Context: an optimization exercise on an open-source flow, tuned for small area, a short achievable clock period and few clock cycles. The choices shown serve that exercise and are no tape-out recipe.
The RTL was checked by simulation tests, not by an equivalence proof against the original design.
No activity file was given, so power comes from the tool's default toggle rates.

## CHIP
module CHIP #(
    parameter BIT_W = 32
)(
        input               i_clk,
        input               i_rst_n,
        input  [BIT_W-1:0]  i_IMEM_data,
        output [BIT_W-1:0]  o_IMEM_addr,
        output              o_IMEM_cen,
        input               i_DMEM_stall,
        input  [BIT_W-1:0]  i_DMEM_rdata,
        output              o_DMEM_cen,
        output              o_DMEM_wen,
        output [BIT_W-1:0]  o_DMEM_addr,
        output [BIT_W-1:0]  o_DMEM_wdata,
        output              o_finish,
        input               i_cache_finish,
        output              o_proc_finish
);
clock: 16.0 ns
lec_check: 0
cap_margin: 20
core_margin: 2
core_utilization: 35
cts_cluster_diameter: 60
cts_cluster_size: 20
slew_margin: 20
standard.sh (not shown) runs the stock make flow with config.mk's settings and CLKGATE_MAP_FILE= SYNTH_SCRIPT=/design/flow/synth_recipe.tcl, a recipe that flattens the netlist after the stock synthesis.
==> flow/flow/run.sh <==
#!/bin/bash
set -euo pipefail
bash standard.sh SETUP_SLACK_MARGIN=11.3 finish > flow_make.log 2>&1
Testbench counts at the start, summed over its fixed seeds: cycles 123,264.
Edit:
--- a/flow/design.v
+++ b/flow/design.v
@@ -15,14 +15,16 @@
         output              o_finish,
         input               i_cache_finish,
         output              o_proc_finish
 );
     integer i;
     reg  [31:0] pc_f;
     reg  [31:0] ir_1;             
+    reg  [3:0]  s1h_1, s2h_1;     
+    reg  [7:0]  s1l_1, s2l_1;     
     reg         v_1;
     reg  [31:0] ir_2;             
     reg         v_2;
     reg  [31:0] op1_2, op2_2;     
     reg c_auipc, c_jal, c_jalr, c_br, c_ld, c_st, c_ecall, c_mul, c_wr, c_sub;
     reg c_brs2, c_bsz, c_bii;
     reg c_rsum, c_rsh, c_rslt, c_ror, c_rand, c_rlink;
@@ -145,16 +147,16 @@
                  (opc1 == 7'b0100011) | (opc1 == 7'b0010011) | (opc1 == 7'b0110011);
     wire u2_1  = (opc1 == 7'b1100011) | (opc1 == 7'b0100011) | (opc1 == 7'b0110011);
     wire wr_1  = ((opc1 == 7'b0010111) | (opc1 == 7'b1101111) | (opc1 == 7'b1100111) |
                   (opc1 == 7'b0000011) | (opc1 == 7'b0010011) | (opc1 == 7'b0110011)) & (rd1 != 5'd0);
     reg [31:1] sel1_1, sel2_1;
     always @(*) begin
         for (i = 1; i < 32; i = i + 1) begin
-            sel1_1[i] = rs1 == i;
-            sel2_1[i] = rs2 == i;
+            sel1_1[i] = s1h_1[i / 8] & s1l_1[i % 8];
+            sel2_1[i] = s2h_1[i / 8] & s2l_1[i % 8];
         end
     end
     reg [31:0] rv1, rv2;
     always @(*) begin
         rv1 = ({32{sel1_1[2] & ~rf_v[2]}} & 32'hbffffff0) | ({32{sel1_1[3] & ~rf_v[3]}} & 32'h10008000);
         rv2 = ({32{sel2_1[2] & ~rf_v[2]}} & 32'hbffffff0) | ({32{sel2_1[3] & ~rf_v[3]}} & 32'h10008000);
         for (i = 1; i < 32; i = i + 1) begin
@@ -274,14 +276,22 @@
         else if (kill_q) mq_dead <= 1'b1;
         if (ld_cap) begin
             lb_rd   <= cap_rd;
             lb_data <= i_DMEM_rdata;
         end
         if (adv1) begin
             ir_1   <= i_IMEM_data;
+            for (i = 0; i < 4; i = i + 1) begin
+                s1h_1[i] <= i_IMEM_data[19:18] == i;
+                s2h_1[i] <= i_IMEM_data[24:23] == i;
+            end
+            for (i = 0; i < 8; i = i + 1) begin
+                s1l_1[i] <= i_IMEM_data[17:15] == i;
+                s2l_1[i] <= i_IMEM_data[22:20] == i;
+            end
             ir_2   <= ir_1;
             c_auipc <= d_auipc;
             c_jal   <= d_jal;
             c_jalr  <= d_jalr;
             c_br    <= d_br;
             c_ld    <= d_ld;
             c_st    <= d_st;
Clock skew is higher by 0.026 ns.
Routed wire length is lower by 4.1%.
Area after synthesis is lower by 0.42%.
Total power is lower by 51%.
Global-route usage is lower by 1.2 points.
Worst hold slack degrades by 0.0099 ns.
Clock-buffer cell count is higher by 1.
First-iteration DRC count is lower by 7.9%.
Synthesized cell count is lower by 4.8%.
Via count is lower by 2.9%.
Core utilization hardly moves.
Die area is lower by 0.42%.
Testbench counts after the change, summed over its fixed seeds: cycles 123,264.

static timing again, ports no longer ideal:
The results above use ideal ports. As a check the final layouts listed here were re-extracted and re-timed, cells and wires unchanged.
Step 1, drivers: a clkbuf_16 drives i_clk and a buf_2 each remaining input, both assumed.
Step 2 adds t to the input delays and takes it off the output delays; t is the mean of the earliest and latest rising clock arrival at the registers after step 1. Input paths then give back, and output paths get back, about the clock's delay inside the block.
Three values: ideal ports, drivers, drivers and shift; two values: the first two.
| run | t, ns | setup slack, ns | worst register clock-pin slew, ns |
|---|---|---|---|
| the first run | 0.893 | 11.121 / 11.121 / 10.549 | 0.10 / 0.10 |
| the second run | 0.902 | 11.307 / 11.221 / 10.586 | 0.09 / 0.09 |
After both steps setup and hold are still met in every run listed. The setup slack of the second run, which loses most, moves by -0.086 ns with the drivers and by -0.721 ns with both steps.
